Background: an optimization exercise with open tools, aiming at small area. Do not read the settings as production practice. Function was checked by simulation only, so behaviour that the tests miss may differ from the original. Power figures rest on the tool's default switching activity, not on a simulated workload.

==> 03-20 <==
## accel
module accel (
   input                      clk,
   input                      rst_n,
   input                      spi_clk_out,
   output           [7:0]     HEX0,
   output           [7:0]     HEX1,
   output           [7:0]     HEX2,
   output           [7:0]     HEX3,
   output           [7:0]     HEX4,
   output           [7:0]     HEX5,
   input            [1:0]     KEY,
   output           [9:0]     LEDR,
   input            [9:0]     SW,
   output                     GSENSOR_CS_N,
   output                     GSENSOR_SCLK,
   output                     GSENSOR_SDI,
   input                      GSENSOR_SDO
   );
clock: 32.0 ns
lec_check: 0
abc_area: 1
cap_margin: 20
core_margin: 2
core_utilization: 60
slew_margin: 20
standard.sh (not shown) runs the stock make flow with config.mk's settings and CLKGATE_MAP_FILE= SYNTH_SCRIPT=/design/flow/synth_recipe.tcl, a recipe that flattens the netlist after the stock synthesis.
==> flow/flow/run.sh <==
#!/bin/bash
# 1. the standard synthesis.
# 2. Its combinational logic re-mapped for area by yosys/abc (flow/reopt.ys.in);
#    the flip-flops keep their cells and names.
# 3. Full-adder polarities chosen to need fewer inverters (flow/fafix.py); the
#    result is used only if a SAT proof shows it equivalent to step 2's.
# 4. the standard layout of that netlist, with no dummy loads in the clock
#    tree, clkbuf_16 clock buffers in clusters of up to 30 sinks, and buf_1
#    port buffers.
# Each tool writes its full output to a log file here.
set -euo pipefail
HERE=$(pwd)
PLAT=$FLOW_HOME/platforms/$FLOW_PLATFORM
LIB=$PLAT/lib/sky130_fd_sc_hd__tt_025C_1v80.lib
RES=$HERE/orfs/results/$FLOW_PLATFORM/accel/base
YOSYS=$FLOW_HOME/../tools/install/yosys/bin/yosys
[[ -x $YOSYS ]] || YOSYS=yosys

bash standard.sh synth > 1_standard_synth.log 2>&1
cp "$RES/1_2_yosys.v" std_synth.v

python3 flow/genmap.py "$LIB" > cellmap.v 2> 2_genmap.log
DONTUSE=$(sed -n '/DONT_USE_CELLS +=/,/^#/p' "$PLAT/config.mk" | grep -oE 'sky130_fd_sc_hd__[A-Za-z0-9_]+' | sed 's/^/-dont_use /' | tr '\n' ' ')
sed -e "s#@LIB@#$LIB#g" -e "s#@PLAT@#$PLAT#g" -e "s#@TOP@#$FLOW_TOP#g" \
    -e "s#@ABC@#$HERE/flow/area.abc#g" -e "s#@DONTUSE@#$DONTUSE#g" flow/reopt.ys.in > reopt.ys
"$YOSYS" -s reopt.ys > 3_reopt_yosys.log 2>&1

NETLIST=$HERE/reopt.v
if python3 flow/fafix.py reopt.v fafix.v > 4_fafix.log 2>&1 &&
   python3 flow/cutflops.py reopt.v reopt_cut.v >> 4_fafix.log 2>&1 &&
   python3 flow/cutflops.py fafix.v fafix_cut.v >> 4_fafix.log 2>&1 &&
   sed -e "s#@TOP@#$FLOW_TOP#g" flow/eq.ys.in > eq.ys &&
   "$YOSYS" -s eq.ys > 5_fafix_equiv_yosys.log 2>&1 &&
   grep -q "SAT proof finished - no model found: SUCCESS" 5_fafix_equiv_yosys.log; then
  NETLIST=$HERE/fafix.v
fi
echo "netlist for the layout: $NETLIST" > 6_netlist_choice.log

bash standard.sh clean_synth > 7_clean_synth.log 2>&1
bash standard.sh SYNTH_NETLIST_FILES="$NETLIST" \
   "CTS_ARGS=-sink_clustering_enable -repair_clock_nets -dont_use_dummy_load -buf_list sky130_fd_sc_hd__clkbuf_16 -sink_clustering_size 30 -sink_clustering_max_diameter 100" \
   "BUFFER_PORTS_ARGS=-buffer_cell sky130_fd_sc_hd__buf_1" \
   finish > 8_standard_layout.log 2>&1
==> flow/flow/area.abc <==
strash; dc2; dch -f; amap; strash; dch -f; amap; topo
==> flow/flow/eq.ys.in <==
# Combinational equivalence of two netlists with the same flip-flops, which
# cutflops.py has turned into module ports.
read_verilog cellmap.v
read_verilog reopt_cut.v
rename @TOP@ gold
read_verilog fafix_cut.v
rename @TOP@ gate
flatten
techmap
opt -purge
miter -equiv -flatten -make_assert gold gate miter
sat -verify -prove-asserts -set-init-zero miter
==> flow/flow/reopt.ys.in <==
# Re-map the combinational logic of the standard synthesis for area. The
# flip-flops (and every other cell with state) are left as they are, with
# their names.
read_liberty -lib @LIB@
read_verilog -noblackbox std_synth.v
hierarchy -top @TOP@
techmap -map cellmap.v
techmap
opt -purge
extract_fa -fa
techmap -map @PLAT@/cells_adders_hd.v
techmap
opt -fast -purge
abc -liberty @LIB@ -script @ABC@ @DONTUSE@
opt_clean -purge
hilomap -singleton -hicell sky130_fd_sc_hd__conb_1 HI -locell sky130_fd_sc_hd__conb_1 LO
insbuf -buf sky130_fd_sc_hd__buf_1 A X
opt_clean -purge
check
tee -o reopt_stat.txt stat -liberty @LIB@
write_verilog -noattr -nohex -nodec reopt.v
Other scripts of this flow, unchanged in this note and not shown: flow/flow/cutflops.py, flow/flow/fafix.py, flow/flow/genmap.py
==> 04-15: changes against 03-20 <==
==> flow/flow/run.sh (replaced) <==
#!/bin/bash
# 1. the standard synthesis.
# 2. Its combinational logic re-mapped for area by yosys/abc with four abc
#    scripts (flow/abc_*.abc), in parallel; the flip-flops keep their cells
#    and names. The smallest result that a SAT proof shows equivalent to the
#    standard synthesis is kept (else the standard synthesis itself).
# 3. Full-adder polarities chosen to need fewer inverters (flow/fafix.py),
#    kept only if a SAT proof shows it equivalent too.
# 4. the standard layout of that netlist, with no dummy loads in the clock
#    tree, clkbuf_16 clock buffers in clusters of up to 30 sinks, and buf_1
#    port buffers.
# Each tool writes its full output to a log file here.
set -euo pipefail
HERE=$(pwd)
PLAT=$FLOW_HOME/platforms/$FLOW_PLATFORM
LIB=$PLAT/lib/sky130_fd_sc_hd__tt_025C_1v80.lib
RES=$HERE/orfs/results/$FLOW_PLATFORM/accel/base
YOSYS=$FLOW_HOME/../tools/install/yosys/bin/yosys
[[ -x $YOSYS ]] || YOSYS=yosys

bash standard.sh synth > 1_standard_synth.log 2>&1
cp "$RES/1_2_yosys.v" std_synth.v

python3 flow/genmap.py "$LIB" > cellmap.v 2> 2_genmap.log
DONTUSE=$(sed -n '/DONT_USE_CELLS +=/,/^#/p' "$PLAT/config.mk" | grep -oE 'sky130_fd_sc_hd__[A-Za-z0-9_]+' | sed 's/^/-dont_use /' | tr '\n' ' ')

# equiv GOLD GATE LOG: SAT proof that two netlists are equivalent
equiv() {
  python3 flow/cutflops.py "$1" "${1%.v}_cut.v" >> "$3" 2>&1 &&
  python3 flow/cutflops.py "$2" "${2%.v}_cut.v" >> "$3" 2>&1 &&
  sed -e "s#@TOP@#$FLOW_TOP#g" -e "s#@GOLD@#${1%.v}_cut.v#g" -e "s#@GATE@#${2%.v}_cut.v#g" \
      flow/eq.ys.in > "${3%.log}.ys" &&
  timeout 600 "$YOSYS" -s "${3%.log}.ys" >> "$3" 2>&1 &&
  grep -q "SAT proof finished - no model found: SUCCESS" "$3"
}

for v in a b c d; do
  sed -e "s#@LIB@#$LIB#g" -e "s#@PLAT@#$PLAT#g" -e "s#@TOP@#$FLOW_TOP#g" \
      -e "s#@ABC@#$HERE/flow/abc_$v.abc#g" -e "s#@DONTUSE@#$DONTUSE#g" \
      -e "s#@NAME@#reopt_$v#g" flow/reopt.ys.in > reopt_$v.ys
  ( timeout 900 "$YOSYS" -s reopt_$v.ys > 3_reopt_${v}_yosys.log 2>&1 || true ) &
done
wait

NETLIST=$HERE/std_synth.v
for v in $(for v in a b c d; do
             a=$(grep -oE "Chip area for module .*: [0-9.]+" reopt_${v}_stat.txt 2>/dev/null | awk '{print $NF}')
             [[ -n "$a" && -s reopt_$v.v ]] && echo "$a $v"
           done | sort -g | awk '{print $2}'); do
  if equiv std_synth.v reopt_$v.v 4_equiv_reopt_$v.log; then
    NETLIST=$HERE/reopt_$v.v
    break
  fi
done
echo "after re-mapping: $NETLIST" > 5_netlist_choice.log

if python3 flow/fafix.py "$NETLIST" fafix.v > 6_fafix.log 2>&1 &&
   equiv "$NETLIST" fafix.v 7_equiv_fafix.log; then
  NETLIST=$HERE/fafix.v
fi
echo "for the layout: $NETLIST" >> 5_netlist_choice.log

bash standard.sh clean_synth > 8_clean_synth.log 2>&1
bash standard.sh SYNTH_NETLIST_FILES="$NETLIST" \
   "CTS_ARGS=-sink_clustering_enable -repair_clock_nets -dont_use_dummy_load -buf_list sky130_fd_sc_hd__clkbuf_16 -sink_clustering_size 34 -sink_clustering_max_diameter 80" \
   "BUFFER_PORTS_ARGS=-buffer_cell sky130_fd_sc_hd__buf_1" \
   finish > 9_standard_layout.log 2>&1
==> flow/flow/abc_a.abc (new file) <==
strash; dc2; dch -f; amap; strash; dch -f; amap; topo
==> flow/flow/abc_b.abc (new file) <==
strash; dc2; &get -n; &deepsyn -T 20; &put; dc2; dch -f; amap; topo
==> flow/flow/abc_c.abc (new file) <==
strash; dc2; &get -n; &deepsyn -T 20 -S 1; &put; dc2; dch -f; amap; topo
==> flow/flow/abc_d.abc (new file) <==
strash; dc2; &get -n; &deepsyn -T 20; &put; dc2; &get -n; &deepsyn -T 20 -S 5; &put; dc2; dch -f; amap; topo
--- a/flow/flow/eq.ys.in
+++ b/flow/flow/eq.ys.in
@@ -3,5 +3,5 @@
 read_verilog cellmap.v
-read_verilog reopt_cut.v
+read_verilog @GOLD@
 rename @TOP@ gold
-read_verilog fafix_cut.v
+read_verilog @GATE@
 rename @TOP@ gate
--- a/flow/flow/reopt.ys.in
+++ b/flow/flow/reopt.ys.in
@@ -19,3 +19,3 @@
 check
-tee -o reopt_stat.txt stat -liberty @LIB@
-write_verilog -noattr -nohex -nodec reopt.v
+tee -o @NAME@_stat.txt stat -liberty @LIB@
+write_verilog -noattr -nohex -nodec @NAME@.v
removed: flow/flow/area.abc
==> results.py <==
metrics = {
    "route": {
        "wl_mm": 29.51,
    },
    "final_layout": {
        "bufAreaShareNonClock": 0.01632,
        "multi_input_area_um2": 5763,
    },
    "die": {
        "die_w_um": 164.8,
        "tapcell.inserted": 330,
        "dieArea_um2": 27150,
    },
    "sta": {
        "tightest_slew_ps": 986.1,
        "setup_slack_ps": 13990,
    },
    "run_status": {
        "status": "no timing/DRC/antenna violations",
    },
    "setup_path": {
        "critPathBufInv": 4,
        "r2r_setup_slack_ps": 18810,
        "critPathMaxStageDelay_ps": 570,
    },
    "power": {
        "pg_comb_w": 0.0000208,
    },
    "cts": {
        "clk_latency_ps": 530,
    },
    "place": {
        "gp_congestion": 0.8862,
    },
}
# the run above: 04-15

==> results.py <==
metrics = {
    "run_status": {
        "status": "no timing/DRC/antenna violations",
    },
    "final_layout": {
        "bufAreaShareNonClock": 0.01677,
        "drive_gt1_frac": 0.02135,
        "multi_input_area_um2": 6083,
    },
    "place": {
        "gp_congestion": 0.8748,
    },
    "sta": {
        "tightest_slew_ps": 1032,
        "setup_slack_ps": 14220,
    },
    "die": {
        "dieArea_um2": 27770,
        "tapcell.inserted": 335,
        "die_w_um": 166.6,
    },
    "setup_path": {
        "critPathBufInv": 3,
        "critPathMaxStageDelay_ps": 580,
    },
    "power": {
        "pg_comb_w": 0.0000179,
        "pwr-share-clk": 0.304,
    },
    "route": {
        "wl_mm": 29.66,
    },
}
# the run above: 03-20


==> v37 <==
accel, a different RTL version from the one above (not shown whole).
Design accel, start of the top module:
module accel (
   input                      clk,
   input                      rst_n,
   input                      spi_clk_out,
   output           [7:0]     HEX0,
   output           [7:0]     HEX1,
   output           [7:0]     HEX2,
   output           [7:0]     HEX3,
   output           [7:0]     HEX4,
   output           [7:0]     HEX5,
   input            [1:0]     KEY,
   output           [9:0]     LEDR,
   input            [9:0]     SW,
   output                     GSENSOR_CS_N,
   output                     GSENSOR_SCLK,
   output                     GSENSOR_SDI,
   input                      GSENSOR_SDO
   );
export LEC_CHECK = 0
export ABC_AREA = 1
export CAP_MARGIN = 20
export CORE_MARGIN = 2
export CORE_UTILIZATION = 60
export SLEW_MARGIN = 20
create_clock -name core_clock -period 32.0 [get_ports {clk}]
==> flow/flow/run.sh <==
#!/bin/bash
# Standard layout with different clock tree options (no dummy loads, smaller
# clock buffers) and the smallest buffer on the ports.
set -euo pipefail
bash standard.sh "CTS_ARGS=-sink_clustering_enable -repair_clock_nets -dont_use_dummy_load -buf_list sky130_fd_sc_hd__clkbuf_16 -sink_clustering_size 30 -sink_clustering_max_diameter 100" "BUFFER_PORTS_ARGS=-buffer_cell sky130_fd_sc_hd__buf_1" finish > standard_flow.log 2>&1
==> inputs of v1, as changes to v37 <==
==> flow/run.sh (new file) <==
#!/bin/bash
# synth_recipe.tcl (not shown) runs the flow's synth.tcl, then flattens the netlist and writes it again
# the make line also repeats each setting of config.mk as NAME=value (left out here)
make -C /OpenROAD-flow-scripts/flow DESIGN_CONFIG=/design/flow/config.mk WORK_HOME=/design/flow/orfs CLKGATE_MAP_FILE= SYNTH_SCRIPT=/design/flow/synth_recipe.tcl finish
--- a/flow/config.mk
+++ b/flow/config.mk
@@ -10,3 +10,3 @@
 export CORE_MARGIN = 2
-export CORE_UTILIZATION = 60
+export CORE_UTILIZATION = 40
 export SLEW_MARGIN = 20
removed: flow/flow/run.sh
removed: flow/standard.sh
==> inputs of v10, as changes to v37 <==
==> flow/run.sh (new file) <==
#!/bin/bash
# synth_recipe.tcl (not shown) runs the flow's synth.tcl, then flattens the netlist and writes it again
# the make line also repeats each setting of config.mk as NAME=value (left out here)
make -C /OpenROAD-flow-scripts/flow DESIGN_CONFIG=/design/flow/config.mk WORK_HOME=/design/flow/orfs CLKGATE_MAP_FILE= SYNTH_SCRIPT=/design/flow/synth_recipe.tcl finish
--- a/flow/config.mk
+++ b/flow/config.mk
@@ -11,2 +11,4 @@
 export CORE_UTILIZATION = 60
+export CTS_BUF_LIST = sky130_fd_sc_hd__clkbuf_8
+export CTS_CLUSTER_SIZE = 30
 export SLEW_MARGIN = 20
removed: flow/flow/run.sh
removed: flow/standard.sh
==> comparison <==
Of v37 and v1, v1 has the higher final cell count (gap about 10%, measured against v1). The lowest via count belongs to v37, the highest to v10. In v37 the clock-buffer cell count is lower than in v10, by 60. In synthesized area, v1 and v37 do not differ. Clock power: v1 > v10 > v37. Synthesized cell count is the same in v37 and v1.
==> figures <==
Outcome: v37 complete, no violations; v1 complete, no violations; v10 complete, no violations
Stages on worst setup path: v37 17; v1 18; v10 17
Ratio of layout area to synthesized area: v37 1.057x; v1 1.141x; v10 1.125x
Initial Util: v37 60.6%; v1 40.6%; v10 60.6%
Minimum hold slack: v37 0.311 ns; v1 0.301 ns; v10 0.314 ns
Final worst path period share: v37 54.6%; v1 55.5%; v10 56.7%
Fraction of area in non-clock buffers: v37 1.50%; v1 2.89%; v10 2.97%
Sink of the worst hold path: v37 my_filter.ring[110]; v1 my_filter.ring[193]; v10 my_filter.ring[97]
Tap cell instance count: v37 396; v1 600; v10 396
Routed wire length: v37 36800 um; v1 38300 um; v10 38400 um
Power density relative to cell area: v37 41.2 nW/um^2; v1 49.7 nW/um^2; v10 49.0 nW/um^2
Worst min-delay path startpoint: v37 my_filter.ring[109]; v1 my_filter.ring[192]; v10 my_filter.ring[96]
Library cell contributing the largest single delay on the critical path: v37 sky130_fd_sc_hd__nor2_2; v1 sky130_fd_sc_hd__clkdlybuf4s50_1; v10 sky130_fd_sc_hd__clkdlybuf4s50_1
Vias after detailed routing: v37 12818; v1 13176; v10 13330

==> port drivers added, routing unchanged <==
No port has a modelled driver above. Below, the same layouts with a new extraction and two added sets of constraints. Step 1: set_driving_cell puts a clkbuf_16 on clk and a buf_2 on each other input, an assumption about the parent block. Step 2 times the ports against the registers' clock, not the clock port: input delays grow and output delays shrink by t, the midpoint of the rising clock arrivals with the driver on. a / b / c = no drivers / after step 1 / after step 2; a / b = the first two.
| run | t, ns | setup slack, ns | clock arrival spread, ns |
|---|---|---|---|
| 03-20 | 0.553 | 14.221 / 14.172 / 14.725 | 0.027 / 0.026 |
| 04-15 | 0.545 | 13.990 / 13.941 / 14.486 | 0.072 / 0.072 |
| v37 | 0.548 | 14.536 / 14.503 / 14.503 | 0.075 / 0.075 |
| v1 | 0.609 | 14.250 / 14.151 / 14.151 | 0.035 / 0.035 |
| v10 | 0.631 | 13.866 / 13.832 / 13.832 | 0.030 / 0.030 |
After both steps setup and hold are still met in every run listed. For v1, which loses most, drivers alone change the setup slack by -0.099 ns; drivers and shift together by -0.099 ns.
